Context: an optimization exercise on an open-source flow, tuned for small area, a short achievable clock period and few clock cycles per item. The choices shown serve that exercise and are no tape-out recipe. RTL that was checked went through simulation tests only; none was proved equivalent to the original. Only the layout flow was run in runs 1 to 3; the RTL was not checked for function there. Power figures rest on the tool's default switching activity, not on a simulated workload.

File: design.v
`timescale 1ns/1ps
module MODULE_STATIC_PROCESS (
    input clk,
    input rst,
    input [3:0] state_info,
    input [11:0] read_from_aux,
    input [11:0] read_from_ram,
    output reg [11:0] write2aux,
    output reg [11:0] write2ram,
    output reg [9:0] write2aux_addr,
    output reg [9:0] read_from_aux_addr,
    output reg [18:0] write2ram_addr,
    output reg [18:0] read_from_ram_addr,
    output reg ena_write_ram,
    output done
);
localparam [2:0] S_IDLE = 3'd0, S_FILT = 3'd1, S_HCLR = 3'd2, S_HCNT = 3'd3,
                 S_TA   = 3'd4, S_TC   = 3'd5, S_TW   = 3'd6, S_DONE = 3'd7;
reg [2:0] state;
reg       done_r;
assign done = done_r;
reg [3:0] st;             
reg [1:0] op;             
wire op_blur   = (op == 2'd2);
wire op_emboss = (op == 2'd3);
wire [18:0] t = read_from_ram_addr;
wire [9:0]  ra = read_from_aux_addr;
wire in_filt = (state == S_FILT);
wire in_hcnt = (state == S_HCNT);
reg [11:0] px;
wire [3:0] R = px[11:8], G = px[7:4], B = px[3:0];
wire [47:0]  hR_T, hB_T;
wire [63:0]  hG_T;
wire [111:0] rR_T, rG_T, rB_T;
genvar gi;
generate
  for (gi = 0; gi < 16; gi = gi + 1) begin : tabs
    assign hR_T[gi*3 +: 3] = (30 * gi) / 100;
    assign hG_T[gi*4 +: 4] = (59 * gi) / 100;
    assign hB_T[gi*3 +: 3] = (11 * gi) / 100;
    assign rR_T[gi*7 +: 7] = (30 * gi) % 100;
    assign rG_T[gi*7 +: 7] = (59 * gi) % 100;
    assign rB_T[gi*7 +: 7] = (11 * gi) % 100;
  end
endgenerate
wire [2:0] hR = hR_T[R*3 +: 3], hB = hB_T[B*3 +: 3];
wire [3:0] hG = hG_T[G*4 +: 4];
wire [6:0] rR = rR_T[R*7 +: 7], rG = rG_T[G*7 +: 7], rB = rB_T[B*7 +: 7];
wire [8:0] sr = rR + rG + rB;
wire c2 = (sr >= 9'd200), c1 = (sr >= 9'd100);
wire [6:0] m1 = c2 ? sr - 9'd200 : c1 ? sr - 9'd100 : sr;
wire [3:0] g1 = hR + hG + hB + {c2, c1 & ~c2};
reg [3:0] pg;             
reg [6:0] pm;             
reg [3:0] e2;
integer j;
always @* begin
  e2 = 4'd0;
  case (op)
    2'd0: for (j = 1; j < 9; j = j + 1) if (pm >= (100 * j + 8) / 9) e2 = j;
    2'd1: for (j = 1; j < 8; j = j + 1) if (pm >= (100 * j + 7) / 8) e2 = j;
    2'd2: for (j = 1; j < 4; j = j + 1) if (pm >= 25 * j) e2 = j;
    default: e2 = 4'd0;
  endcase
end
reg [11:0] ea;
reg [3:0]  eg, ee;
reg        ez, ew, et;    
reg        row1;
wire [3:0] nTg = ea[11:8], nMg = ea[7:4], nBg = eg;
wire       nTh = ea[3],    nMh = ea[1],   nBh = ee[1];
wire [3:0] nMe = op_blur ? {2'b00, ea[1:0]} : ea[3:0];
wire [4:0] sT = op_blur ? {nTg, nTh} : {1'b0, nTg};
wire [4:0] sM = op_blur ? {nMg, nMh} : {1'b0, nMg};
wire [4:0] sB = op_blur ? {nBg, nBh} : {1'b0, nBg};
wire [3:0] dT = et ? 4'd0 : nTg;
wire [6:0] pN = dT + sM + nBg;                            
wire [6:0] plN = ew ? 7'd0 : op_emboss ? {3'd0, dT} : pN;
wire [6:0] prN = ez ? 7'd0 : op_emboss ? {3'd0, nBg} : pN;
wire [6:0] udN = (et ? 5'd0 : sT) + sB;
reg  [7:0] vN;
always @* begin
  case (op)
    2'd0: vN = nMg * 4'd9 + nMe;
    2'd1: vN = {1'b0, nMg, nMe[2:0]};
    default: vN = {2'b00, nMg, nMe[1:0]};
  endcase
end
wire [8:0] wN = op_emboss ? 9'd7 : op_blur ? vN + udN : vN - udN;
reg [8:0] w1;
reg [6:0] pl1, pl0;
wire [8:0] acc = (op_blur | op_emboss) ? w1 + pl0 : w1 - pl0;
wire [8:0] tot = op_blur ? acc + prN : acc - prN;
wire [3:0] res = op_blur ? tot[7:4] : (tot[8] ? 4'd0 : tot[3:0]);
reg        cp;            
reg [3:0]  cpb;           
reg        hb1;           
reg [3:0]  hbb;           
reg        hv1, hv2, hv3, hfirst;
reg [4:0]  hg;            
reg [4:0]  wd2a;          
reg [11:0] wd2d;
wire [11:0] hbase = (hg == write2aux_addr[4:0]) ? write2aux :
                    (hg == wd2a) ? wd2d : ea;
wire [12:0] hnew = hbase + (hfirst ? 13'd2 : 13'd1);
wire        hcarry = hv3 & ~hg[4] & hnew[12];
wire        hold = in_hcnt & cp;
wire [3:0]  bin = ra[3:0];
reg  [11:0] dcnt;         
reg         rowok, firstrow, tc1;
reg  [5:0]  col;
wire [11:0] dnext = (tc1 ? {1'b0, ea[3:0], dcnt[6:0]} : dcnt) - 12'd5;
wire [191:0] colour_T = {12'hFCC, 12'hFEE, 12'h9F9, 12'hEEF, 12'h8CF, 12'hFEB,
                         12'hBFF, 12'hFDB, 12'h9FF, 12'hFED, 12'hCFC, 12'hFFE,
                         12'h0F0, 12'hFFF, 12'hFF0, 12'hFFD};
wire [11:0] colour = colour_T[bin*12 +: 12];
localparam [18:0] T_WON  = 19'd644;       
localparam [18:0] T_WOFF = 19'd307202;    
localparam [18:0] T_HEND = 19'd307206;    
always @(posedge clk) begin
  px <= read_from_ram;
  ea <= read_from_aux;
  pg <= g1;
  pm <= m1;
  eg <= pg;
  ee <= e2;
  ez <= (ra == 10'd0);
  ew <= (ra == 10'd639);
  et <= row1;
  w1 <= wN;
  pl1 <= plN;
  pl0 <= pl1;
  wd2a <= write2aux_addr[4:0];
  wd2d <= write2aux;
  hg <= ra[4:0];
  hv2 <= hv1;
  hv3 <= hv2;
  hfirst <= (t == 19'd2);
  hb1 <= hold;
  hbb <= cpb;
  if (hcarry) cpb <= hg[3:0];
  cp <= in_hcnt & hcarry;
  hv1 <= hold | (in_hcnt & (t <= 19'd307198));
  case (state)
    S_FILT: write2ram <= {res, res, res};
    S_TW:   write2ram <= colour;
    default: write2ram <= 12'd0;
  endcase
  case (state)
    S_FILT: begin
      write2aux_addr <= ra;
      write2aux <= {read_from_aux[7:4], pg, op_blur ? {read_from_aux[1], 1'b0, e2[1:0]} : e2};
    end
    S_HCLR: begin
      if (write2aux_addr[4:0] != 5'd31) write2aux_addr <= write2aux_addr + 10'd1;
      write2aux <= 12'd0;
    end
    S_HCNT: if (hv3) begin
      write2aux_addr <= {5'd0, hg};
      write2aux <= hnew[11:0];
    end
    S_IDLE: begin
      write2aux_addr <= 10'd0;
      write2aux <= 12'd0;
    end
    default: ;
  endcase
  case (state)
    S_IDLE: begin
      read_from_aux_addr <= 10'd0;
      write2ram_addr <= 19'd0;
      row1 <= 1'b0;
      read_from_ram_addr <= (st[3] && !st[2]) ? 19'd1 : 19'd0;
      if (st[3]) op <= st[1:0];
    end
    S_FILT: begin
      read_from_ram_addr <= t + 19'd1;
      if (t[18:1] != 18'd0)
        read_from_aux_addr <= (ra == 10'd639) ? 10'd0 : ra + 10'd1;
      if (t == 19'd641) row1 <= 1'b1;
      if (t == 19'd1281) row1 <= 1'b0;
      if (ena_write_ram) write2ram_addr <= write2ram_addr + 19'd1;
    end
    S_HCLR: read_from_ram_addr <= 19'd0;
    S_HCNT: begin
      if (!cp) read_from_ram_addr <= t + 19'd1;
      write2ram_addr <= t;
      read_from_aux_addr <= (t == T_HEND) ? 10'd0 : {5'd0, hb1, hb1 ? hbb : g1};
    end
    S_TA: begin
      read_from_aux_addr <= {5'd0, 1'b1, bin};
      tc1 <= 1'b1;
      firstrow <= 1'b1;
      col <= 6'd0;
      write2ram_addr <= 19'd306559 + {bin, 5'd0} + {bin, 3'd0};
    end
    S_TC: begin
      if (read_from_aux_addr[4]) begin
        dcnt <= {5'd0, ea[11:5]};
        read_from_aux_addr <= {6'd0, bin};
      end else begin
        dcnt <= dnext;
        tc1 <= 1'b0;
        rowok <= ~dnext[11];
      end
    end
    S_TW: begin
      if (rowok) begin
        write2ram_addr <= write2ram_addr + ((col == 6'd0 && !firstrow) ? -19'd679 : 19'd1);
        if (col == 6'd39) begin
          col <= 6'd0;
          firstrow <= 1'b0;
          dcnt <= dnext;
          rowok <= ~dnext[11];
        end else begin
          col <= col + 6'd1;
        end
      end else begin
        read_from_aux_addr <= {6'd0, bin + 4'd1};
      end
    end
    S_DONE: read_from_ram_addr <= 19'd0;
    default: ;
  endcase
end
always @(posedge clk) begin
  if (!rst) begin
    st <= 4'd0;
    state <= S_IDLE;
    done_r <= 1'b0;
    ena_write_ram <= 1'b0;
  end else begin
    st <= state_info;
    case (state)
      S_IDLE:
        if (st[3] && !st[2]) state <= S_FILT;
        else if (st == 4'd12) state <= S_HCLR;
      S_FILT: begin
        if (t == T_WON) ena_write_ram <= 1'b1;
        if (t == T_WOFF) begin
          ena_write_ram <= 1'b0;
          done_r <= 1'b1;
          state <= S_DONE;
        end
      end
      S_HCLR:
        if (write2aux_addr[4:0] == 5'd31) state <= S_HCNT;
      S_HCNT: begin
        ena_write_ram <= (t < 19'd307200);
        if (t == T_HEND) state <= S_TA;
      end
      S_TA: state <= S_TC;
      S_TC: if (!tc1) state <= S_TW;
      S_TW: begin
        ena_write_ram <= rowok;
        if (!rowok) begin
          if (bin == 4'd15) begin
            done_r <= 1'b1;
            state <= S_DONE;
          end else begin
            state <= S_TA;
          end
        end
      end
      S_DONE:
        if (!st[3]) begin
          done_r <= 1'b0;
          state <= S_IDLE;
        end
      default: ;
    endcase
  end
end
endmodule
File: run.sh
#!/bin/bash
# synth_recipe.tcl (not shown) runs the flow's synth.tcl, then flattens the netlist and writes it again
# the make line also repeats each setting of config.mk as NAME=value (left out here)
make -C /OpenROAD-flow-scripts/flow DESIGN_CONFIG=/design/flow/config.mk WORK_HOME=/design/flow/orfs CLKGATE_MAP_FILE= SYNTH_SCRIPT=/design/flow/synth_recipe.tcl finish
File: config.mk
export PLATFORM = sky130hd
export DESIGN_NAME = MODULE_STATIC_PROCESS
export DESIGN_NICKNAME = MODULE_STATIC_PROCESS
export VERILOG_FILES = /design/flow/design.v
export SDC_FILE = /design/flow/constraint.sdc
export NUM_CORES = 4
export LEC_CHECK = 0
export CAP_MARGIN = 20
export CORE_MARGIN = 2
export CORE_UTILIZATION = 40
export PLACE_DENSITY = 0.6
export SLEW_MARGIN = 20
File: constraint.sdc
create_clock -name core_clock -period 29.0 [get_ports {clk}]
set_input_delay 5.8000 -clock core_clock [delete_from_list [all_inputs] [get_ports {clk}]]
set_output_delay 5.8000 -clock core_clock [all_outputs]
set_load 0.01 [all_outputs]
==> results of run 1 <==
-- per-stage QoR --
stage / setup WS (ps) / utilization (%) / hold WS, ps / total power, mW
2_1_floorplan: 22680 / - / 310 / 1.35
3_3_place_gp: 21870 / 44.8 / 313 / 1.67
3_5_place_dp: 21830 / 44.8 / 316 / 1.68
4_1_cts: 21250 / 47.5 / 331 / 2.05
5_1_grt: 21160 / 47.5 / 339 / 2.21
6_report: 21270 / 47.5 / 330 / 2.04
-- area by class of cell --
type / count / area share, %
Timing Repair Buffer: 128 / 7.42
Clock buffer: 39 / 4.73
Inverter: 112 / 2.51
Multi-Input combinational cell: 1172 / 49.6
Tap cell: 461 / 3.44
Clock inverter: 10 / 0.813
Sequential cell: 215 / 31.5
-- logic make-up after synthesis --
logic type | share of synthesized area (%)
AND/OR/NAND/NOR | 16.8
AO/OA/AOI/OAI | 17.4
flip-flops | 37.1
buffers and inverters | 4.59
adder cells (fa/ha/maj) | 13.3
XOR/XNOR | 7.85
multiplexers | 2.96
-- flip-flops by register name (all words and copies together), names as in the netlist, 5 cells and up --
signal / count
wd2d: 12
read_from_ram_addr: 19
wd2a: 5
pl0: 6
dcnt: 12
pl1: 6
write2ram_addr: 19
read_from_aux_addr: 10
write2aux: 12
px: 12
write2ram: 12
col: 6
hg: 5
write2aux_addr: 10
w1: 9
ea: 12
pm: 7
-- worst max-delay path by stage --
stage	from	slack, ps	cells past startpoint	end
after floorplan	read_from_aux_addr[0]	22680	0	read_from_aux_addr[0]
after global placement	read_from_aux_addr[2]	21870	1	read_from_aux_addr[2]
after detailed placement	read_from_aux_addr[2]	21830	1	read_from_aux_addr[2]
after CTS	read_from_aux_addr[2]	21250	1	read_from_aux_addr[2]
after global routing	read_from_aux_addr[3]	21160	1	read_from_aux_addr[3]
final	read_from_aux_addr[2]	21270	1	read_from_aux_addr[2]
-- metal layers --
metal | up-vias | global-route usage (%) | share of wire [%]
met3 | 61 | 3.55 | 6.7
met1 | 5617 | 29.6 | 45
met5 | - | 0 | 0
met4 | 0 | 6.02 | 2.7
met2 | 365 | 34.4 | 45
li1 | 5797 | - | -
-- placed cells by master, fill, tap and decap left out, drive strengths merged, types with 37 or more instances in the layout --
cell,synthesis,layout
xnor2,68,68
nor2,135,135
nand3,37,37
xor2,57,57
clkbuf,48,39
o21ai,85,85
nand2,124,124
clkdlybuf4s50,0,113
inv,111,111
a21oi,100,100
edfxtp,98,98
dfxtp,117,117
nor3,40,40
ha,116,116
-- where the power goes --
| group | switching, mW | total, mW | internal (mW) |
|---|---|---|---|
| combinational | 0.671 | 1.18 | 0.508 |
| sequential | 0.0950 | 0.512 | 0.417 |
| clock | 0.136 | 0.352 | 0.216 |
| total | 0.902 | 2.04 | 1.14 |
==> flow_summary.toml, run 1 <==
[cts]
post-cts-setup-buffers = 0
cts_tree = "done"
cts_resized = 0
cts_buffers = 27
insertion_delay_ps = 560
cts_root_buf = "clkbuf_16"
cts_sinks = 215
cts.htree.levels = 1
clkTransAtPathRegs_ps = 60
hold_buffers = 0
cts_buffer_depth = 3

[min_path]
hold_depth = 0
whs_endpoint = "pl0[1]"
hold_start = "pl1[1]"
hold_class = "register to register"

[place]
portBuffers = 113
placedCellCount = 2088
placed_area_mm2 = 0.0158
place_congestion = 0.933
place_hpwl_um = 29900

[sta]
finalClockSkew_ps = 13.1
max_freq_ghz = 0.129
slew_viol_final = 0
fin_tns_setup_ps = 0
hold_viol = 0
finalCriticalPeriod_ps = 7730
timing.final.crit_share_pct = 26.6
max_slew.worst_pin.slew_ps = 1210
setup_viol = 0
rsz0062_at_grt = "no"
relSlewSlack_pct = 18.6

[power]
p_per_area_mw_per_mm2 = 122
vdd_drop_max_mv = 0.0874
p_leak_nw = 6.86

[synth]
synthTopCellsByCount = "nor2_1, nand2_1, dfxtp_1"
synth_seq_cells = 215
synth_most_common_cell = "nor2_1"
synthArstFlopShare_pct = 0
avgSynthCellArea_um2 = 9.14
synth-edff-count = 98
synth_cells = 1558
ys_warn_count = 1
syn_nets = 1726
synth_flop_cell = "dfxtp_1"
seq_area_frac_synth_pct = 37.1
yosysTopAreaCell = "edfxtp_1"
netlist.area_leader.share_pct = 20.7
synth.distinct_cells = 88
ys_top_cells_by_area = "edfxtp_1, dfxtp_1, ha_1, xnor2_1, nor2_1"
syn_area_mm2 = 0.0142

[setup_path]
slowest_stage = "edfxtp_1"
crit_type = "register to output port"
end_kind = "output port"
cp.arrival_ps = 1930
r2r-start = "px[9]"
required_ps = 23200
cp_max_fo = 19
reg2regPathDepth = 26
slowest_delay_ps = 710
critPathLaunchType = "register"
worstReg2RegEnd = "read_from_aux_addr[3]"
crit_chain = "clkdlybuf4s50_1"
critPathTopFamily = "flip-flops"
r2r_setup_slack_ps = 22690
path_buf_inv = 1

[die]
die_area_mm2 = 0.0371
ios = 114
start_util_pct = 40.3
fp.dieW_um = 193
row_count = 69
fp.dieH_um = 193
core_area_mm2 = 0.0353

[layout]
drive_gt1_share_pct = 5.49
syn_to_final_growth_pct = 17.7
final_cells = 2137
num-fill-cells = 3346
fin_area_mm2 = 0.0168
regArea_mm2 = 0.00529
diodes = 0
multi_input_area_mm2 = 0.00831
nets = 1824

[detailed_routing]
antenna_left = 0
routedWlPerCell_um = 18.8
num_vias = 11800
dr.pass1.iters = 5
via_per_inst = 5.54
drc = 0
drt_iter0_markers = 796
wirelength_um = 40100

[grt]
grt_max_degree = 45
antenna_found_initial = 0
grt_pass1_wl_um = 61800
groute.usage.overall_pct = 21.4
grt_pass1_vias = 11100
grt_overflow = 0

[run]
cap_violations = 0

[outcome]
status = "complete, no violations"
==> run 2, diff against run 1 <==
==> flow/run.sh (new file) <==
#!/bin/bash
# Standard ORFS layout, with timing repair asked to leave 21.5 ns of setup
# slack at the design's 29 ns clock (the margin ORFS documents for finding a
# design's minimum period without editing the SDC).
set -euo pipefail
bash standard.sh SETUP_SLACK_MARGIN=21.5 finish > standard.log 2>&1
==> standard.sh (new file) <==
#!/bin/bash
# synth_recipe.tcl (not shown) runs the flow's synth.tcl, then flattens the netlist and writes it again
# the make line also repeats each setting of config.mk as NAME=value (left out here)
make -C /OpenROAD-flow-scripts/flow DESIGN_CONFIG=/design/flow/config.mk WORK_HOME=/design/flow/orfs CLKGATE_MAP_FILE= SYNTH_SCRIPT=/design/flow/synth_recipe.tcl "${@:-finish}"
removed: run.sh
==> flow_summary.toml, run 2 <==
[detailed_routing]
met2_length_um = 18500
drt_iter0_markers = 840
routedWlPerCell_um = 18.7
drc = 0
via_per_inst = 5.49
met1_length_um = 18300
wirelength_um = 40700
dr.pass1.iters = 5
num_vias = 11900
antenna_left = 0
met3_length_um = 2770
top_layer = "met4"

[layout]
drive_gt1_share_pct = 7.42
nets = 1859
diodes = 0
layout_common_cells = "nor2_1, nand2_1, dfxtp_1"
largestRegisters = "read_from_ram_addr: 19 flops, write2ram_addr: 19 flops"
final_cells = 2172
final_common_cell = "nor2_1"
syn_to_final_growth_pct = 19.6
num-fill-cells = 3332

[die]
row_count = 69
fp.dieW_um = 193
fp.dieH_um = 193
core_area_mm2 = 0.0353
ios = 114
start_util_pct = 40.3
die_area_mm2 = 0.0371

[setup_path]
end_kind = "output port"
crit_chain = "clkdlybuf4s50_1"
cp_max_fo = 6
critPathTopFamily = "buffers and inverters"
slowest_stage = "clkdlybuf4s50_1"
crit_type = "register to output port"
required_ps = 23200
path_buf_inv = 1
critPathLaunchType = "register"
slowest_delay_ps = 600
cp.arrival_ps = 1660

[synth]
synth_most_common_cell = "nor2_1"
synth_seq_cells = 215
avgSynthCellArea_um2 = 9.14
ys_top_cells_by_area = "edfxtp_1, dfxtp_1, ha_1, xnor2_1, nor2_1"
synthTopCellsByCount = "nor2_1, nand2_1, dfxtp_1"
synth-edff-count = 98
ys_warn_count = 1
synthArstFlopShare_pct = 0
synth_flop_cell = "dfxtp_1"
yosysTopAreaCell = "edfxtp_1"
seq_area_frac_synth_pct = 37.1
syn_nets = 1726
synth.distinct_cells = 88
synth_cells = 1558
netlist.area_leader.share_pct = 20.7
syn_area_mm2 = 0.0142

[power]
p_per_area_mw_per_mm2 = 121
vdd_drop_max_mv = 0.0874
p_leak_nw = 7.07

[sta]
setup_viol = 0
relSlewSlack_pct = 23.0
finalClockSkew_ps = 12.8
rsz0062_at_grt = "no"
hold_viol = 0
max_freq_ghz = 0.134
max_slew.worst_pin.slew_ps = 1150
fin_tns_setup_ps = 0
finalCriticalPeriod_ps = 7460
timing.final.crit_share_pct = 25.7
slew_viol_final = 0

[place]
place_hpwl_um = 29900
place_congestion = 0.933
placedCellCount = 2088
portBuffers = 113

[grt]
grt_overflow = 0
grt_pass1_vias = 11100
antenna_found_initial = 0
grt_pass1_wl_um = 62300
groute.usage.overall_pct = 21.6
grt_max_degree = 45

[cts]
cts.htree.levels = 1
hold_buffers = 0
cts_tree = "done"
clkTransAtPathRegs_ps = 60
cts_sinks = 215
insertion_delay_ps = 550
cts_root_buf = "clkbuf_16"
cts_buffer_depth = 3
cts_buffers = 27

[outcome]
status = "complete, no violations"

[min_path]
hold_class = "register to register"

[run]
cap_violations = 0
## run 2: kinds of logic (layout without fill, tap and decap cells)
group | Yosys count | count (layout) | share of synthesized area [%]
adders and majority gates | 138 | 138 | 13.3
buffers and inverters | 171 | 324 | 4.59
and+or+nand+nor | 487 | 487 | 16.8
muxes | 41 | 41 | 2.96
xor gates and xnor gates | 126 | 126 | 7.85
AOI/OAI and AO/OA | 380 | 380 | 17.4
DFF | 215 | 215 | 37.1
## run 2: layout make-up
class / instances / area, um2 / share of cell area (%)
clock buffer: 39 / 793 / 4.66
clock inverter: 10 / 136 / 0.801
inverter: 112 / 420 / 2.47
multi-input combinational: 1172 / 8310 / 48.8
sequential: 215 / 5290 / 31.0
tap: 461 / 577 / 3.39
timing repair buffer: 163 / 1510 / 8.86
## run 2: metrics by stage
step / worst slack (ps) / util, % / instance area (um2) / power [mW] / hold slack [ps]
after detailed placement: 21830 / 44.8 / 15800 / 1.68 / 316
after CTS: 21500 / 47.7 / 16800 / 2.06 / 331
after floorplan: 22680 / - / 14200 / 1.35 / 310
after global placement: 21870 / 44.8 / 15800 / 1.67 / 313
after global routing: 21500 / 48.2 / 17000 / 2.23 / 339
final: 21540 / 48.2 / 17000 / 2.06 / 330
## run 2: path summary, 6_finish.rpt
path / from / endpoint / slack, ps / depth (start not counted)
max: read_from_ram_addr[4] / read_from_ram_addr[4] / 21540 / 1
min: pl1[1] / pl0[1] / 330 / 0
max reg2reg: px[9] / read_from_aux_addr[3] / 22670 / 26
min reg2reg: pl1[1] / pl0[1] / 330 / 0
## run 2: per-layer routing
layer / track usage, % / vias up
li1: - / 5866
met1: 29.7 / 5618
met2: 35.0 / 384
met3: 3.66 / 67
met4: 6.11 / 0
met5: 0 / -
## run 2: timing repair
item,CTS,global route
setup endpoints to repair,10,13
setup buffers,10,25
gates resized for setup,0,1
## run 2: where the power goes
group / leakage, nW / total (mW) / internal, mW / switching (mW)
Sequential: 2.05 / 0.498 / 0.417 / 0.0816
Combinational: 4.57 / 1.21 / 0.521 / 0.689
Clock: 0.446 / 0.352 / 0.216 / 0.136
Total: 7.07 / 2.06 / 1.15 / 0.906
==> run 3, diff against run 2 <==
==> flow/run.sh (replaced) <==
#!/bin/bash
# Standard ORFS layout, with timing repair asked to leave extra setup slack
# at the design's 29 ns clock (the margin ORFS documents for finding a
# design's minimum period without editing the SDC), and port buffers of a
# stronger cell.
set -euo pipefail
bash standard.sh SETUP_SLACK_MARGIN=23 "BUFFER_PORTS_ARGS=-buffer_cell sky130_fd_sc_hd__buf_4" finish > standard.log 2>&1
==> flow_summary.toml, run 3 <==
[outcome]
status = "complete, no violations"

[die]
fp.dieW_um = 193
die_area_mm2 = 0.0371
ios = 114
fp.dieH_um = 193
core_area_mm2 = 0.0353
start_util_pct = 40.3
row_count = 69

[sta]
fin_tns_setup_ps = 0
slew_viol_final = 0
finalCriticalPeriod_ps = 7030
timing.final.crit_share_pct = 24.2
rsz0062_at_grt = "yes"
fin_ws_ps = 21970
setup_viol = 0
max_slew.worst_pin.slew_ps = 1050
hold_viol = 0
finalClockSkew_ps = 16.5
relSlewSlack_pct = 29.4
max_freq_ghz = 0.142
hold_ws_ps = 326

[place]
place_hpwl_um = 29900
place_ws_ps = 22290
portBuffers = 113
place_congestion = 0.886

[setup_path]
crit_chain = "buf_6"
critPathLaunchType = "register"
slowest_stage = "edfxtp_1"
path_buf_inv = 1
end_kind = "output port"
required_ps = 23200
critPathTopFamily = "flip-flops"
cp_max_fo = 2
slowest_delay_ps = 500
cp.arrival_ps = 1230
crit_type = "register to output port"

[synth]
syn_area_mm2 = 0.0142
netlist.area_leader.share_pct = 20.7
synth_seq_cells = 215
synth_flop_cell = "dfxtp_1"
seq_area_frac_synth_pct = 37.1
yosysTopAreaCell = "edfxtp_1"
synth-edff-count = 98
ys_warn_count = 1
syn_nets = 1726
synthTopCellsByCount = "nor2_1, nand2_1, dfxtp_1"
synth_most_common_cell = "nor2_1"
synthArstFlopShare_pct = 0
ys_top_cells_by_area = "edfxtp_1, dfxtp_1, ha_1, xnor2_1, nor2_1"
synth_cells = 1558
avgSynthCellArea_um2 = 9.14
synth.distinct_cells = 88

[detailed_routing]
num_vias = 12300
antenna_left = 0
via_per_inst = 5.50
drt_iter0_markers = 1010
routedWlPerCell_um = 18.8
wirelength_um = 41900
dr.pass1.iters = 5
drc = 0

[layout]
drive_gt1_share_pct = 19.2
largestRegisters = "read_from_ram_addr: 19 flops, write2ram_addr: 19 flops"
syn_to_final_growth_pct = 23.1
nets = 1918
final_common_cell = "buf_4"
layout_common_cells = "buf_4, nor2_1, nand2_1"
num-fill-cells = 3252
finish.utilization_pct = 49.7
diodes = 0

[cts]
cts.htree.levels = 1
cts_buffers = 25
cts_root_buf = "clkbuf_16"
cts_sinks = 215
cts_tree = "done"
insertion_delay_ps = 560
cts_buffer_depth = 3
hold_buffers = 0
clkTransAtPathRegs_ps = 60

[power]
p_per_area_mw_per_mm2 = 120
vdd_drop_max_mv = 0.0783
p_leak_nw = 7.61

[grt]
grt_overflow = 0
grt_pass1_vias = 11700
grt_pass1_wl_um = 64600
grt_max_degree = 44
antenna_found_initial = 0
groute.usage.overall_pct = 22.4

[min_path]
hold_class = "register to register"

[run]
cap_violations = 0
-- run 3: path summary, 6_finish.rpt --
check	startpoint	to	slack, ps	depth (start not counted)
hold / removal	pl1[1]	pl0[1]	330	0
setup reg to reg	px[7]	read_from_aux_addr[3]	23260	23
hold reg to reg	pl1[1]	pl0[1]	330	0
setup / recovery	write2aux_addr[4]	write2aux_addr[4]	21970	1
-- run 3: layout make-up --
| class | instances | area, um2 | area share, % |
|---|---|---|---|
| Timing Repair Buffer | 224 | 1990 | 11.3 |
| Clock buffer | 40 | 763 | 4.35 |
| Inverter | 112 | 420 | 2.40 |
| Sequential cell | 215 | 5310 | 30.3 |
| Clock inverter | 6 | 33.8 | 0.193 |
| Multi-Input combinational cell | 1172 | 8440 | 48.1 |
| Tap cell | 461 | 577 | 3.29 |
-- run 3: cell families after synthesis --
logic type	count (synthesis)	share of synthesized area, %
AND/OR/NAND/NOR	487	16.8
AO/OA/AOI/OAI	380	17.4
flip-flops	215	37.1
buffers and inverters	171	4.59
adder cells (fa/ha/maj)	138	13.3
XOR/XNOR	126	7.85
multiplexers	41	2.96
-- run 3: what timing repair did --
item	4_1_cts	5_1_grt
gates resized for setup	80	29
pin swaps	2	5
endpoints found under the setup margin	99	89
setup buffers	70	25
-- run 3: power by group --
group / internal (mW) / switching, mW / total (mW)
sequential: 0.418 / 0.0752 / 0.493
clock: 0.180 / 0.130 / 0.310
combinational: 0.568 / 0.727 / 1.30
total: 1.17 / 0.933 / 2.10
-- run 3: through the flow --
step / instance area [um2] / cells / total power, mW
2_1_floorplan: 14300 / 1558 / 1.36
3_3_place_gp: 15600 / 2089 / 1.66
3_5_place_dp: 15600 / 2089 / 1.67
4_1_cts: 17200 / 2205 / 2.07
5_1_grt: 17500 / 2230 / 2.26
6_report: 17500 / 2230 / 2.10
-- run 3: metal layers --
layer	vias to the layer above	part of all wire, %	global-route usage [%]
li1	5975	-	-
met1	5820	45	31.4
met2	395	45	35.5
met3	75	6.6	4.02
met4	0	2.6	5.84
met5	-	0	0
==> run 4, diff against run 3 <==
--- a/design.v
+++ b/design.v
@@ -86,29 +86,31 @@
     default: vN = {2'b00, nMg, nMe[1:0]};
   endcase
 end
-wire [8:0] wN = op_emboss ? 9'd7 : op_blur ? vN + udN : vN - udN;
+wire subL = ~op[1];               
+wire subR = ~op_blur;
+wire [8:0] wN = op_emboss ? 9'd8 : vN + ({2'b00, udN} ^ {9{subL}}) + {subL, subL};
+wire [8:0] lN = {2'b00, plN} ^ {9{subL}};
+wire [8:0] rN = {2'b00, prN} ^ {9{subR}};
 reg [8:0] w1;
-reg [6:0] pl1, pl0;
-wire [8:0] acc = (op_blur | op_emboss) ? w1 + pl0 : w1 - pl0;
-wire [8:0] tot = op_blur ? acc + prN : acc - prN;
+reg [8:0] pl1, pl0;
+wire [8:0] tot = w1 + pl0 + rN;
 wire [3:0] res = op_blur ? tot[7:4] : (tot[8] ? 4'd0 : tot[3:0]);
 reg        cp;            
 reg [3:0]  cpb;           
 reg        hb1;           
 reg [3:0]  hbb;           
-reg        hv1, hv2, hv3, hfirst;
-reg [4:0]  hg;            
-reg [4:0]  wd2a;          
-reg [11:0] wd2d;
-wire [11:0] hbase = (hg == write2aux_addr[4:0]) ? write2aux :
-                    (hg == wd2a) ? wd2d : ea;
-wire [12:0] hnew = hbase + (hfirst ? 13'd2 : 13'd1);
-wire        hcarry = hv3 & ~hg[4] & hnew[12];
+reg        hv1, hv2;
+wire [11:0] hbase = ({1'b0, ra[4:0]} == write2aux_addr[5:0]) ? write2aux : read_from_aux;
+wire [12:0] hnew = hbase + 13'd1;
+wire        hcarry = hv2 & ~ra[4] & hnew[12];
 wire        hold = in_hcnt & cp;
+wire        hclr_last = (state == S_HCLR) && (write2aux_addr[4:0] == 5'd31);
 wire [3:0]  bin = ra[3:0];
-reg  [11:0] dcnt;         
+wire        tw_jump = (state == S_TW) && (t[17:12] == 6'd0) && !firstrow;
+wire [18:0] wa_next = write2ram_addr + (tw_jump ? -19'd679 : 19'd1);
+wire [11:0] dcnt = t[11:0];
+wire [5:0]  col = t[17:12];
 reg         rowok, firstrow, tc1;
-reg  [5:0]  col;
 wire [11:0] dnext = (tc1 ? {1'b0, ea[3:0], dcnt[6:0]} : dcnt) - 12'd5;
 wire [191:0] colour_T = {12'hFCC, 12'hFEE, 12'h9F9, 12'hEEF, 12'h8CF, 12'hFEB,
                          12'hBFF, 12'hFDB, 12'h9FF, 12'hFED, 12'hCFC, 12'hFFE,
@@ -128,19 +130,14 @@
   ew <= (ra == 10'd639);
   et <= row1;
   w1 <= wN;
-  pl1 <= plN;
+  pl1 <= lN;
   pl0 <= pl1;
-  wd2a <= write2aux_addr[4:0];
-  wd2d <= write2aux;
-  hg <= ra[4:0];
   hv2 <= hv1;
-  hv3 <= hv2;
-  hfirst <= (t == 19'd2);
   hb1 <= hold;
   hbb <= cpb;
-  if (hcarry) cpb <= hg[3:0];
+  cpb <= ra[3:0];
   cp <= in_hcnt & hcarry;
-  hv1 <= hold | (in_hcnt & (t <= 19'd307198));
+  hv1 <= hold | (in_hcnt & (t <= 19'd307198)) | hclr_last;
   case (state)
     S_FILT: write2ram <= {res, res, res};
     S_TW:   write2ram <= colour;
@@ -155,15 +152,14 @@
       if (write2aux_addr[4:0] != 5'd31) write2aux_addr <= write2aux_addr + 10'd1;
       write2aux <= 12'd0;
     end
-    S_HCNT: if (hv3) begin
-      write2aux_addr <= {5'd0, hg};
-      write2aux <= hnew[11:0];
-    end
     S_IDLE: begin
       write2aux_addr <= 10'd0;
       write2aux <= 12'd0;
     end
-    default: ;
+    default: begin
+      write2aux_addr <= (in_hcnt & hv2) ? {5'd0, ra[4:0]} : 10'd32;
+      write2aux <= hnew[11:0];
+    end
   endcase
   case (state)
     S_IDLE: begin
@@ -179,9 +175,12 @@
         read_from_aux_addr <= (ra == 10'd639) ? 10'd0 : ra + 10'd1;
       if (t == 19'd641) row1 <= 1'b1;
       if (t == 19'd1281) row1 <= 1'b0;
-      if (ena_write_ram) write2ram_addr <= write2ram_addr + 19'd1;
-    end
-    S_HCLR: read_from_ram_addr <= 19'd0;
+      if (ena_write_ram) write2ram_addr <= wa_next;
+    end
+    S_HCLR: begin
+      read_from_ram_addr <= 19'd0;
+      read_from_aux_addr <= {6'd0, g1};
+    end
     S_HCNT: begin
       if (!cp) read_from_ram_addr <= t + 19'd1;
       write2ram_addr <= t;
@@ -191,32 +190,32 @@
       read_from_aux_addr <= {5'd0, 1'b1, bin};
       tc1 <= 1'b1;
       firstrow <= 1'b1;
-      col <= 6'd0;
+      read_from_ram_addr[17:12] <= 6'd0;
       write2ram_addr <= 19'd306559 + {bin, 5'd0} + {bin, 3'd0};
     end
     S_TC: begin
       if (read_from_aux_addr[4]) begin
-        dcnt <= {5'd0, ea[11:5]};
+        read_from_ram_addr[11:0] <= {5'd0, ea[11:5]};
         read_from_aux_addr <= {6'd0, bin};
       end else begin
-        dcnt <= dnext;
+        read_from_ram_addr[11:0] <= dnext;
         tc1 <= 1'b0;
         rowok <= ~dnext[11];
       end
     end
     S_TW: begin
       if (rowok) begin
-        write2ram_addr <= write2ram_addr + ((col == 6'd0 && !firstrow) ? -19'd679 : 19'd1);
+        write2ram_addr <= wa_next;
         if (col == 6'd39) begin
-          col <= 6'd0;
+          read_from_ram_addr[17:12] <= 6'd0;
           firstrow <= 1'b0;
-          dcnt <= dnext;
+          read_from_ram_addr[11:0] <= dnext;
           rowok <= ~dnext[11];
         end else begin
-          col <= col + 6'd1;
+          read_from_ram_addr[17:12] <= col + 6'd1;
         end
       end else begin
-        read_from_aux_addr <= {6'd0, bin + 4'd1};
+        read_from_aux_addr <= ra + 10'd1;
       end
     end
     S_DONE: read_from_ram_addr <= 19'd0;
==> flow/run.sh (replaced) <==
#!/bin/bash
# Standard ORFS layout, with timing repair asked to leave extra setup slack
# at the design's 29 ns clock (the margin ORFS documents for finding a
# design's minimum period without editing the SDC), and port buffers of a
# stronger cell than the default pick.
set -euo pipefail
bash standard.sh SETUP_SLACK_MARGIN=22 "BUFFER_PORTS_ARGS=-buffer_cell sky130_fd_sc_hd__buf_4" finish > standard.log 2>&1
==> flow_summary.toml, run 4 <==
[detailed_routing]
via_per_inst = 5.67
drt_iter0_markers = 873
drc = 0
antenna_left = 0
dr.pass1.iters = 7
num_vias = 11200
routedWlPerCell_um = 18.6
wirelength_um = 36900

[min_path]
whs_endpoint = "hv2"
hold_depth = 0
hold_start = "hv1"
hold_class = "register to register"

[setup_path]
worstReg2RegEnd = "read_from_aux_addr[3]"
critPathTopFamily = "flip-flops"
crit_type = "register to output port"
end_kind = "output port"
slowest_delay_ps = 520
r2r_setup_slack_ps = 22460
path_depth = 1
cp_max_fo = 6
path_buf_inv = 1
crit_chain = "buf_4"
critPathLaunchType = "register"
reg2regPathDepth = 24
required_ps = 23200
cp.arrival_ps = 1170
slowest_stage = "edfxtp_1"
r2r-start = "px[8]"

[synth]
synthTopCellsByCount = "inv_1, nor2_1, ha_1"
netlist.area_leader.share_pct = 17.4
synth.distinct_cells = 77
synth-edff-count = 64
synthArstFlopShare_pct = 0
avgSynthCellArea_um2 = 8.74
synth_most_common_cell = "inv_1"
synth_cells = 1462
yosysTopAreaCell = "dfxtp_1"
ys_top_cells_by_area = "dfxtp_1, edfxtp_1, ha_1, fa_1, xnor2_1"
synth_flop_cell = "dfxtp_1"
synth_seq_cells = 175
syn_area_mm2 = 0.0128
syn_nets = 1633
ys_warn_count = 1
seq_area_frac_synth_pct = 32.4

[run]
cap_violations = 0

[cts]
insertion_delay_ps = 450
cts_root_buf = "clkbuf_16"
cts.htree.levels = 4
cts_buffers = 17
cts_buffer_depth = 2
hold_buffers = 0
cts_sinks = 175
cts_tree = "done"
clkTransAtPathRegs_ps = 80

[die]
core_area_mm2 = 0.0315
row_count = 65
ios = 114
die_area_mm2 = 0.0334
start_util_pct = 40.6
fp.dieH_um = 183
fp.dieW_um = 183

[sta]
hold_viol = 0
timing.final.crit_share_pct = 24.0
max_freq_ghz = 0.143
slew_viol_final = 0
finalClockSkew_ps = 12.4
fin_tns_setup_ps = 0
setup_viol = 0
finalCriticalPeriod_ps = 6970
rsz0062_at_grt = "yes"
relSlewSlack_pct = 41.6
max_slew.worst_pin.slew_ps = 873

[layout]
multi_input_area_mm2 = 0.00792
largestRegisters = "read_from_ram_addr: 19 flops, write2ram_addr: 19 flops"
num-fill-cells = 3064
drive_gt1_share_pct = 13.8
layout_common_cells = "buf_4, inv_1, nor2_1"
final_cells = 1981
regArea_mm2 = 0.00414
final_common_cell = "buf_4"
syn_to_final_growth_pct = 16.1
nets = 1736

[grt]
grt_overflow = 0
grt_max_degree = 45
antenna_found_initial = 1
grt_pass1_wl_um = 57800
groute.usage.overall_pct = 22.1
grt_pass1_vias = 10600

[power]
p_per_area_mw_per_mm2 = 100
vdd_drop_max_mv = 0.0540
p_leak_nw = 6.67

[place]
placedCellCount = 1922
place_hpwl_um = 27300
portBuffers = 113
place_congestion = 0.878

[outcome]
status = "complete, no violations"
[run 4: routing by layer]
layer / global-route usage (%) / share of wire [%]
met1: 30.2 / 46
met2: 35.1 / 45
met5: 0 / 0
met3: 3.34 / 5.9
met4: 9.12 / 3.5
[run 4: how the worst max path moves through the flow]
| stage | from | to | slack (ps) |
|---|---|---|---|
| floorplan | read_from_aux[2] | write2aux[10] | 22050 |
| global placement | read_from_aux[2] | write2aux[10] | 21800 |
| detailed placement | read_from_aux[2] | write2aux[10] | 21720 |
| CTS | read_from_aux_addr[1] | read_from_aux_addr[1] | 22010 |
| global route | read_from_aux_addr[2] | read_from_aux_addr[2] | 22000 |
| finish | read_from_aux_addr[6] | read_from_aux_addr[6] | 22030 |
[run 4: timing repair]
action / in CTS / in global routing
resized for setup: 4 / 5
setup endpoints to repair: 34 / 16
cloned: 1 / 0
setup buffers: 23 / 2
[run 4: cell type report]
class | count | share of cell area, %
clock buffers | 17 | 2.87
diodes | 1 | 0.0169
multi-input cells | 1092 | 53.4
inverters | 128 | 3.24
flip-flops and latches | 175 | 27.9
repair buffers | 151 | 7.94
well taps | 402 | 3.39
clock inverters | 15 | 1.26
[run 4: stage by stage]
step,setup WS (ps),power (mW),instance area (um2),hold WS [ps],utilization (%)
floorplan,22050,1.01,12800,310,-
global placement,21800,1.21,14000,310,44.4
detailed placement,21720,1.23,14000,314,44.4
CTS,22010,1.49,14800,324,47.0
global route,22000,1.61,14800,328,47.2
finish,22030,1.49,14800,323,47.2
[run 4: worst reg2reg max path: stages, from the launching register on]
cell and delay [ps]:
dfxtp_1 490, inv_1 110, ha_1 300, inv_1 90
o21ai_0 70, o21ai_0 330, fa_1 450, inv_1 110
ha_1 240, a21oi_1 230, o21bai_1 110, xnor2_1 530
a311oi_1 240, o32ai_2 490, inv_2 160, fa_1 550
inv_1 40, ha_1 190, fa_1 380, xor2_1 160
xnor2_1 130, xnor2_1 310, o21ai_0 150, a221oi_1 290
o32ai_1 110
[run 4: kinds of logic (layout without fill, tap and decap cells)]
family	Yosys count	after routing	synth area share, %
xor+xnor	98	98	6.71
compound gates	405	405	20.2
mux	48	48	4.14
flops	175	175	32.4
simple gates	399	399	15.2
buf+inv	195	311	5.80
other cells	0	1	0
fa+ha+maj	142	142	15.5
[run 4: power by group]
part	internal, mW	total (mW)	switching [mW]
sequential	0.329	0.388	0.0584
combinational	0.372	0.861	0.489
clock	0.118	0.238	0.120
total	0.820	1.49	0.668
Testbench counts of run 4, summed over its fixed seeds: cycles 5,410,382, frames 16.
==> run 5, diff against run 4 <==
==> flow/run.sh (replaced) <==
#!/bin/bash
# Standard ORFS layout, with timing repair asked to leave extra setup slack
# at the design's 29 ns clock (the margin ORFS documents for finding a
# design's minimum period without editing the SDC), and port buffers of a
# stronger cell than the default pick.
set -euo pipefail
bash standard.sh SETUP_SLACK_MARGIN=22 "BUFFER_PORTS_ARGS=-buffer_cell sky130_fd_sc_hd__buf_2" finish > standard.log 2>&1
--- a/config.mk
+++ b/config.mk
@@ -7,6 +7,6 @@
 export LEC_CHECK = 0
 export CAP_MARGIN = 20
 export CORE_MARGIN = 2
-export CORE_UTILIZATION = 40
-export PLACE_DENSITY = 0.6
+export CORE_UTILIZATION = 65
+export PLACE_DENSITY = 0.75
 export SLEW_MARGIN = 20
==> flow_summary.toml, run 5 <==
[outcome]
status = "complete, no violations"

[grt]
grt_max_degree = 46
groute.usage.overall_pct = 33.1
antenna_found_initial = 0
grt_overflow = 0
grt_pass1_vias = 10500
grt_pass1_wl_um = 53700

[detailed_routing]
drt_iter0_markers = 1062
routedWlPerCell_um = 18.8
num_vias = 11400
antenna_left = 0
dr.pass1.iters = 8
drc = 0
via_per_inst = 6.17
wirelength_um = 34600

[synth]
synth_most_common_cell = "inv_1"
seq_area_frac_synth_pct = 32.4
netlist.area_leader.share_pct = 17.4
synth_cells = 1462
syn_area_mm2 = 0.0128
synth_seq_cells = 175
synth_flop_cell = "dfxtp_1"
avgSynthCellArea_um2 = 8.74
syn_nets = 1633
ys_top_cells_by_area = "dfxtp_1, edfxtp_1, ha_1, fa_1, xnor2_1"
synth.distinct_cells = 77
synth-edff-count = 64
ys_warn_count = 1
synthTopCellsByCount = "inv_1, nor2_1, ha_1"
yosysTopAreaCell = "dfxtp_1"
synthArstFlopShare_pct = 0

[die]
fp.dieW_um = 144
row_count = 51
start_util_pct = 65.9
ios = 114
fp.dieH_um = 144
core_area_mm2 = 0.0194
die_area_mm2 = 0.0208

[cts]
cts.htree.levels = 4
cts_buffers = 17
cts_tree = "done"
cts_sinks = 175
insertion_delay_ps = 440
cts_root_buf = "clkbuf_16"
cts_buffer_depth = 2
clkTransAtPathRegs_ps = 70
hold_buffers = 0

[setup_path]
cp.arrival_ps = 1180
crit_type = "register to output port"
path_buf_inv = 1
critPathTopFamily = "flip-flops"
slowest_delay_ps = 550
slowest_stage = "edfxtp_1"
r2r-start = "op[0]"
end_kind = "output port"
crit_chain = "buf_2"
required_ps = 23200
startpoint = "read_from_ram_addr[7]"
cp_max_fo = 9
critPathLaunchType = "register"

[sta]
finalClockSkew_ps = 14.1
max_slew.worst_pin.slew_ps = 890
hold_viol = 0
max_freq_ghz = 0.143
finalCriticalPeriod_ps = 6980
hold_ws_ps = 326
setup_viol = 0
rsz0062_at_grt = "yes"
slew_viol_final = 0
relSlewSlack_pct = 40.4
fin_ws_ps = 22020
fin_tns_setup_ps = 0
timing.final.crit_share_pct = 24.1

[layout]
drive_gt1_share_pct = 13.6
syn_to_final_growth_pct = 12.3
num-fill-cells = 1562
finish.utilization_pct = 74.0
largestRegisters = "read_from_ram_addr: 19 flops, write2ram_addr: 19 flops"
layout_common_cells = "inv_1, nor2_1, ha_1, buf_2, dfxtp_1"
diodes = 0
nets = 1736
final_common_cell = "inv_1"

[run]
cap_violations = 0

[place]
place_hpwl_um = 25200
portBuffers = 113
place_ws_ps = 21740
place_congestion = 0.983

[min_path]
hold_class = "register to register"
hold_start = "pl1[4]"

[power]
p_per_area_mw_per_mm2 = 103
p_leak_nw = 6.60
vdd_drop_max_mv = 0.0605
==> run 5: kinds of logic (layout without fill, tap and decap cells) <==
| family | Yosys count | count (layout) | share of synthesized area (%) |
|---|---|---|---|
| multiplexers | 48 | 48 | 4.14 |
| XOR/XNOR | 98 | 98 | 6.71 |
| AO/OA/AOI/OAI | 405 | 405 | 20.2 |
| adder cells (fa/ha/maj) | 142 | 142 | 15.5 |
| buffers and inverters | 195 | 311 | 5.80 |
| AND/OR/NAND/NOR | 399 | 399 | 15.2 |
| flip-flops | 175 | 175 | 32.4 |
==> run 5: repair_timing <==
| action | CTS | global route |
|---|---|---|
| buffers inserted | 8 | 17 |
| endpoints found under the hold margin | 0 | 0 |
| cloned | 0 | 1 |
| pin swaps | 0 | 1 |
| resized for setup | 1 | 5 |
| endpoints found under the setup margin | 9 | 22 |
==> run 5: layout make-up <==
class | instances | area, um2 | share of cell area, %
repair buffers | 151 | 881 | 6.14
clock inverters | 13 | 148 | 1.03
clock buffers | 19 | 454 | 3.17
flip-flops and latches | 175 | 4140 | 28.9
inverters | 128 | 484 | 3.37
well taps | 265 | 332 | 2.31
multi-input cells | 1092 | 7910 | 55.1
==> run 5: stage by stage <==
| stage | cell area [um2] | cells | power [mW] |
|---|---|---|---|
| 2_1_floorplan | 12800 | 1462 | 1.01 |
| 3_3_place_gp | 13500 | 1785 | 1.19 |
| 3_5_place_dp | 13500 | 1785 | 1.21 |
| 4_1_cts | 14200 | 1825 | 1.46 |
| 5_1_grt | 14400 | 1843 | 1.59 |
| 6_report | 14400 | 1843 | 1.48 |
==> run 5: final timing paths <==
kind	to	slack, ps	cells after the start
hold / removal	pl0[4]	330	0
setup reg to reg	write2ram[4]	22310	22
setup / recovery	read_from_ram_addr[7]	22020	1
hold reg to reg	pl0[4]	330	0
==> run 5: metal layers <==
metal	global-route usage, %	vias to the layer above	part of all wire [%]
li1	-	5405	-
met1	44.4	5407	42
met2	53.8	482	46
met3	5.76	84	8.0
met4	12.9	0	3.9
met5	0	-	0
==> run 5: where the power goes <==
group / internal [mW] / switching (mW) / leakage, nW
Clock: 0.134 / 0.106 / 0.283
Combinational: 0.356 / 0.498 / 4.66
Sequential: 0.329 / 0.0593 / 1.67
==> run 6, diff against run 5 <==
--- a/config.mk
+++ b/config.mk
@@ -8,5 +8,6 @@
 export CAP_MARGIN = 20
 export CORE_MARGIN = 2
 export CORE_UTILIZATION = 65
+export CTS_BUF_LIST = sky130_fd_sc_hd__clkbuf_4 sky130_fd_sc_hd__clkbuf_8
 export PLACE_DENSITY = 0.75
 export SLEW_MARGIN = 20
==> flow_summary.toml, run 6 <==
[sta]
fin_tns_setup_ps = 0
hold_viol = 0
finalCriticalPeriod_ps = 6990
timing.final.crit_share_pct = 24.1
max_freq_ghz = 0.143
setup_viol = 0
rsz0062_at_grt = "yes"
finalClockSkew_ps = 21.2
relSlewSlack_pct = 34.6
max_slew.worst_pin.slew_ps = 977
slew_viol_final = 0
fin_ws_ps = 22010

[place]
place_hpwl_um = 25200
placedCellCount = 1785
place_ws_ps = 21740
portBuffers = 113
place_congestion = 0.983

[synth]
synthArstFlopShare_pct = 0
ys_warn_count = 1
netlist.area_leader.share_pct = 17.4
seq_area_frac_synth_pct = 32.4
ys_top_cells_by_area = "dfxtp_1, edfxtp_1, ha_1, fa_1, xnor2_1"
synth-edff-count = 64
synth_most_common_cell = "inv_1"
synthTopCellsByCount = "inv_1, nor2_1, ha_1"
synthXorXnorAreaFrac_pct = 6.71
synth_compound_area_share_pct = 20.2
synth_cells = 1462
avgSynthCellArea_um2 = 8.74
synth.area.mux_share_pct = 4.14
synth.distinct_cells = 77
syn_nets = 1633
synth_top_family_by_area = "compound AO/OA/AOI/OAI gates"
syn_area_mm2 = 0.0128
synthAdderAreaFrac_pct = 15.5
synth_seq_cells = 175
yosysTopAreaCell = "dfxtp_1"
synth_flop_cell = "dfxtp_1"
synth_simple_gate_area_share_pct = 15.2

[min_path]
hold_class = "register to register"
hold_depth = 0

[layout]
diodes = 0
drive_gt1_share_pct = 14.7
final_cells = 1862
num-fill-cells = 1560
nets = 1755
layout_common_cells = "inv_1, nor2_1, ha_1"
finish.utilization_pct = 73.8
syn_to_final_growth_pct = 12.0
largestRegisters = "read_from_ram_addr: 19 flops, write2ram_addr: 19 flops"
final_common_cell = "inv_1"

[setup_path]
required_ps = 23200
cp.arrival_ps = 1190
crit_type = "register to output port"
critPathLaunchType = "register"
end_kind = "output port"
cp_max_fo = 2
reg2regPathDepth = 23

[die]
fp.dieH_um = 144
ios = 114
row_count = 51
fp.dieW_um = 144
core_area_mm2 = 0.0194
die_area_mm2 = 0.0208
start_util_pct = 65.9

[cts]
cts_root_buf = "clkbuf_8"
cts_tree = "done"
cts_sinks = 175
cts.htree.levels = 4
cts_buffer_depth = 2
insertion_delay_ps = 490
clkTransAtPathRegs_ps = 90
cts_buffers = 17

[power]
internal_power_mw = 0.781
vdd_drop_max_mv = 0.0590
seq_power_share_pct = 26.6
clock_power_share_pct = 13.0
combPwrFrac_pct = 60.4
p_leak_nw = 6.63
switching_share_pct = 45.6
p_per_area_mw_per_mm2 = 100
power.switching_mw = 0.655

[grt]
antenna_found_initial = 0
grt_pass1_vias = 10500
grt_overflow = 0
grt_pass1_wl_um = 54100
grt_max_degree = 46
groute.usage.overall_pct = 33.6

[detailed_routing]
num_vias = 11400
wirelength_um = 34700
drt_iter0_markers = 1202
routedWlPerCell_um = 18.6
via_per_inst = 6.12
drc = 0
dr.pass1.iters = 6
antenna_left = 0

[run]
cap_violations = 0

[outcome]
status = "complete, no violations"
## run 6: final timing paths
check / startpoint / to / slack (ps)
min: pl1[4] / pl0[4] / 330
max reg2reg: op[0] / write2ram[4] / 22380
max: read_from_aux_addr[2] / read_from_aux_addr[2] / 22010
min reg2reg: pl1[4] / pl0[4] / 330
## run 6: stage by stage
step / power [mW] / area, um2 / hold WS, ps
2_1_floorplan: 1.01 / 12800 / 310
3_3_place_gp: 1.19 / 13500 / 310
3_5_place_dp: 1.21 / 13500 / 312
4_1_cts: 1.41 / 14200 / 334
5_1_grt: 1.55 / 14300 / 341
6_report: 1.44 / 14300 / 331
## run 6: critical path, stage by stage, from the launching register on
cell      delay (ps)
edfxtp_1         440
buf_12           160
buf_6            110
## run 6: layout make-up
type | count | area, um2 | area share, %
Clock inverter | 14 | 178 | 1.24
Sequential cell | 175 | 4140 | 28.9
Tap cell | 265 | 332 | 2.31
Clock buffer | 18 | 241 | 1.69
Timing Repair Buffer | 170 | 1040 | 7.24
Inverter | 128 | 484 | 3.38
Multi-Input combinational cell | 1092 | 7910 | 55.2
## run 6: what timing repair did
item                                    CTS  global route
buffers inserted                         24            20
hold buffers                              0             0
gates resized for setup                   4             3
cloned                                    1             0
endpoints found under the setup margin   23            26
endpoints found under the hold margin     0             0
pin swaps                                 0             1
## run 6: power by group through the flow
stage | Sequential (mW) | Combinational [mW] | Clock (mW)
final | 0.383 | 0.867 | 0.186
after global routing | 0.389 | 0.964 | 0.197
after CTS | 0.383 | 0.843 | 0.186
after detailed placement | 0.400 | 0.808 | 0
after global placement | 0.399 | 0.793 | 0
after floorplan | 0.382 | 0.627 | 0
## run 6: layer usage
layer	track usage (%)	vias up	share of wire, %
met3	5.26	71	7.9
met2	53.9	507	46
met1	45.9	5377	43
met4	12.9	0	3.1
li1	-	5443	-
met5	0	-	0
## run 6: logic make-up (layout without fill, tap and decap cells)
kind of cell,Yosys count,after routing
buf+inv,195,330
fa+ha+maj,142,142
flops,175,175
mux,48,48
compound gates,405,405
simple gates,399,399
xor+xnor,98,98
==> run 7, diff against run 6 <==
--- a/config.mk
+++ b/config.mk
@@ -7,7 +7,6 @@
 export LEC_CHECK = 0
 export CAP_MARGIN = 20
 export CORE_MARGIN = 2
-export CORE_UTILIZATION = 65
-export CTS_BUF_LIST = sky130_fd_sc_hd__clkbuf_4 sky130_fd_sc_hd__clkbuf_8
-export PLACE_DENSITY = 0.75
+export CORE_UTILIZATION = 40
+export PLACE_DENSITY = 0.6
 export SLEW_MARGIN = 20
==> flow_summary.toml, run 7 <==
[outcome]
status = "complete, no violations"

[grt]
grt_pass1_wl_um = 57400
antenna_found_initial = 2
grt_overflow = 0
grt_max_degree = 45
grt_pass1_vias = 10400
groute.usage.overall_pct = 22.0

[layout]
largestRegisters = "read_from_ram_addr: 19 flops, write2ram_addr: 19 flops"
syn_to_final_growth_pct = 13.5
layout_common_cells = "inv_1, nor2_1, ha_1, buf_2, dfxtp_1"
drive_gt1_share_pct = 13.8
num-fill-cells = 3046
nets = 1738
finish.utilization_pct = 46.1
regArea_mm2 = 0.00414
final_cells = 1983
final_common_cell = "inv_1"
multi_input_area_mm2 = 0.00791

[cts]
cts.htree.levels = 4
clkTransAtPathRegs_ps = 70
cts_tree = "done"
insertion_delay_ps = 460
cts_buffers = 17
cts_buffer_depth = 2
hold_buffers = 0
cts_root_buf = "clkbuf_16"
cts_sinks = 175

[power]
p_leak_nw = 6.62
switching_share_pct = 44.9
power.switching_mw = 0.655
clock_power_share_pct = 15.7
p_per_area_mw_per_mm2 = 101
combPwrFrac_pct = 57.8
seq_power_share_pct = 26.5
vdd_drop_max_mv = 0.0451
internal_power_mw = 0.803

[synth]
synth_top_family_by_area = "compound AO/OA/AOI/OAI gates"
synth_cells = 1462
synth_compound_area_share_pct = 20.2
yosysTopAreaCell = "dfxtp_1"
synth.distinct_cells = 77
synth_simple_gate_area_share_pct = 15.2
netlist.area_leader.share_pct = 17.4
syn_nets = 1633
synthTopCellsByCount = "inv_1, nor2_1, ha_1"
synth_seq_cells = 175
seq_area_frac_synth_pct = 32.4
syn_area_mm2 = 0.0128
synth_most_common_cell = "inv_1"
synth_flop_cell = "dfxtp_1"
synthArstFlopShare_pct = 0
synth.area.mux_share_pct = 4.14
synthAdderAreaFrac_pct = 15.5
avgSynthCellArea_um2 = 8.74
ys_top_cells_by_area = "dfxtp_1, edfxtp_1, ha_1, fa_1, xnor2_1"
ys_warn_count = 1
synth-edff-count = 64
synthXorXnorAreaFrac_pct = 6.71

[sta]
setup_viol = 0
hold_viol = 0
rsz0062_at_grt = "no"
timing.final.crit_share_pct = 24.1
finalClockSkew_ps = 16.9
max_slew.worst_pin.slew_ps = 1080
slew_viol_final = 0
fin_tns_setup_ps = 0
finalCriticalPeriod_ps = 6980
relSlewSlack_pct = 27.8
max_freq_ghz = 0.143

[setup_path]
slowest_delay_ps = 430
end_kind = "output port"
critPathTopFamily = "flip-flops"
crit_type = "register to output port"
reg2regPathDepth = 24
cp.arrival_ps = 1180
path_buf_inv = 2
path_depth = 2
crit_chain = "buf_12 > buf_2"
critPathLaunchType = "register"
slowest_stage = "edfxtp_1"
cp_max_fo = 6
r2r_setup_slack_ps = 22500
required_ps = 23200
r2r-start = "px[8]"
worstReg2RegEnd = "read_from_aux_addr[3]"

[die]
start_util_pct = 40.6
fp.dieW_um = 183
row_count = 65
die_area_mm2 = 0.0334
core_area_mm2 = 0.0315
fp.dieH_um = 183
ios = 114

[place]
place_congestion = 0.871
placedCellCount = 1922
place_hpwl_um = 27000
portBuffers = 113

[run]
cap_violations = 0

[detailed_routing]
num_vias = 11100
drt_iter0_markers = 812
drc = 0
routedWlPerCell_um = 18.4
via_per_inst = 5.58
antenna_left = 0
dr.pass1.iters = 5
wirelength_um = 36500

[min_path]
hold_start = "pl1[3]"
hold_depth = 0
hold_class = "register to register"
whs_endpoint = "pl0[3]"
-- run 7: cell count changes in the layout (fill, tap and decap cells not counted), moves of 2 or more --
cell	before	now
clkbuf_8	17	0
buf_4	55	37
clkbuf_16	0	19
inv_6	6	8
bufinv_16	3	0
clkinvlp_4	5	2
-- run 7: repair_timing --
item                       CTS  global route
resized for setup            2             5
buffers inserted            20             7
cloned                       0             1
setup endpoints to repair   26            16
-- run 7: metal layers --
metal,global-route usage (%),vias up,part of all wire (%)
li1,-,5431,-
met1,29.4,5223,45
met2,35.5,349,46
met3,3.81,55,6.3
met4,8.83,2,2.9
met5,0,-,0.030
-- run 7: worst max path at each step --
stage,startpoint,to,slack (ps)
2_1_floorplan,read_from_aux[2],write2aux[10],22050
3_3_place_gp,read_from_aux[2],write2aux[10],21790
3_5_place_dp,read_from_aux[2],write2aux[10],21770
4_1_cts,read_from_aux_addr[2],read_from_aux_addr[2],22000
5_1_grt,read_from_aux_addr[2],read_from_aux_addr[2],22000
6_report,read_from_aux_addr[2],read_from_aux_addr[2],22020
-- run 7: logic make-up after synthesis --
logic type	Yosys count
AOI/OAI and AO/OA	405
and+or+nand+nor	399
buffers and inverters	195
DFF	175
adders and majority gates	142
xor gates and xnor gates	98
muxes	48
-- run 7: power by group through the flow --
| stage | Combinational (mW) | Sequential (mW) | Clock [mW] |
|---|---|---|---|
| 2_1_floorplan | 0.627 | 0.382 | 0 |
| 3_3_place_gp | 0.792 | 0.401 | 0 |
| 3_5_place_dp | 0.808 | 0.403 | 0 |
| 4_1_cts | 0.834 | 0.386 | 0.233 |
| 5_1_grt | 0.945 | 0.395 | 0.242 |
| 6_report | 0.843 | 0.387 | 0.229 |
-- run 7: through the flow --
step	power, mW	area (um2)	setup slack (ps)	hold WS [ps]
6_report	1.46	14500	22020	327
5_1_grt	1.58	14500	22000	332
4_1_cts	1.45	14400	22000	328
3_5_place_dp	1.21	13700	21770	312
3_3_place_gp	1.19	13700	21790	310
2_1_floorplan	1.01	12800	22050	310
-- run 7: layout make-up --
type	count	area share (%)
tap	402	3.47
timing repair buffer	153	6.20
sequential	175	28.6
clock buffer	18	3.11
inverter	128	3.32
antenna	1	0.0173
multi-input combinational	1092	54.5
clock inverter	14	0.802

[static timing again, ports no longer ideal]
Ports are ideal in the flow. The routed layouts listed here were re-timed in OpenROAD.
Step 1: set_driving_cell puts a clkbuf_16 on clk and a buf_2 on each other input, an assumption about the parent block.
Step 2 times the ports against the registers' clock, not the clock port: input delays grow and output delays shrink by t, the midpoint of the rising clock arrivals with the driver on.
a / b / c = ideal / step 1 / step 2; a / b = the first two.
run | t (ns) | slack for setup (ns) | worst setup path after step 2 | worst register clock-pin slew, ns
run 1 | 0.601 | 21.274 / 21.222 / 21.823 | register to output | 0.06 / 0.06
run 2 | 0.601 | 21.540 / 21.487 / 22.089 | register to output | 0.06 / 0.06
run 3 | 0.605 | 21.969 / 21.915 / 22.520 | register to output | 0.07 / 0.07
run 4 | 0.492 | 22.029 / 21.979 / 21.692 | input to register | 0.08 / 0.08
run 5 | 0.477 | 22.016 / 21.969 / 21.714 | input to register | 0.08 / 0.08
run 6 | 0.527 | 22.008 / 21.964 / 21.698 | input to register | 0.11 / 0.11
run 7 | 0.500 | 22.023 / 21.970 / 21.732 | input to register | 0.08 / 0.08
After both steps every run listed still meets setup and hold. The setup slack of run 4, which loses most, moves by -0.050 ns with the drivers and by -0.337 ns with both steps.
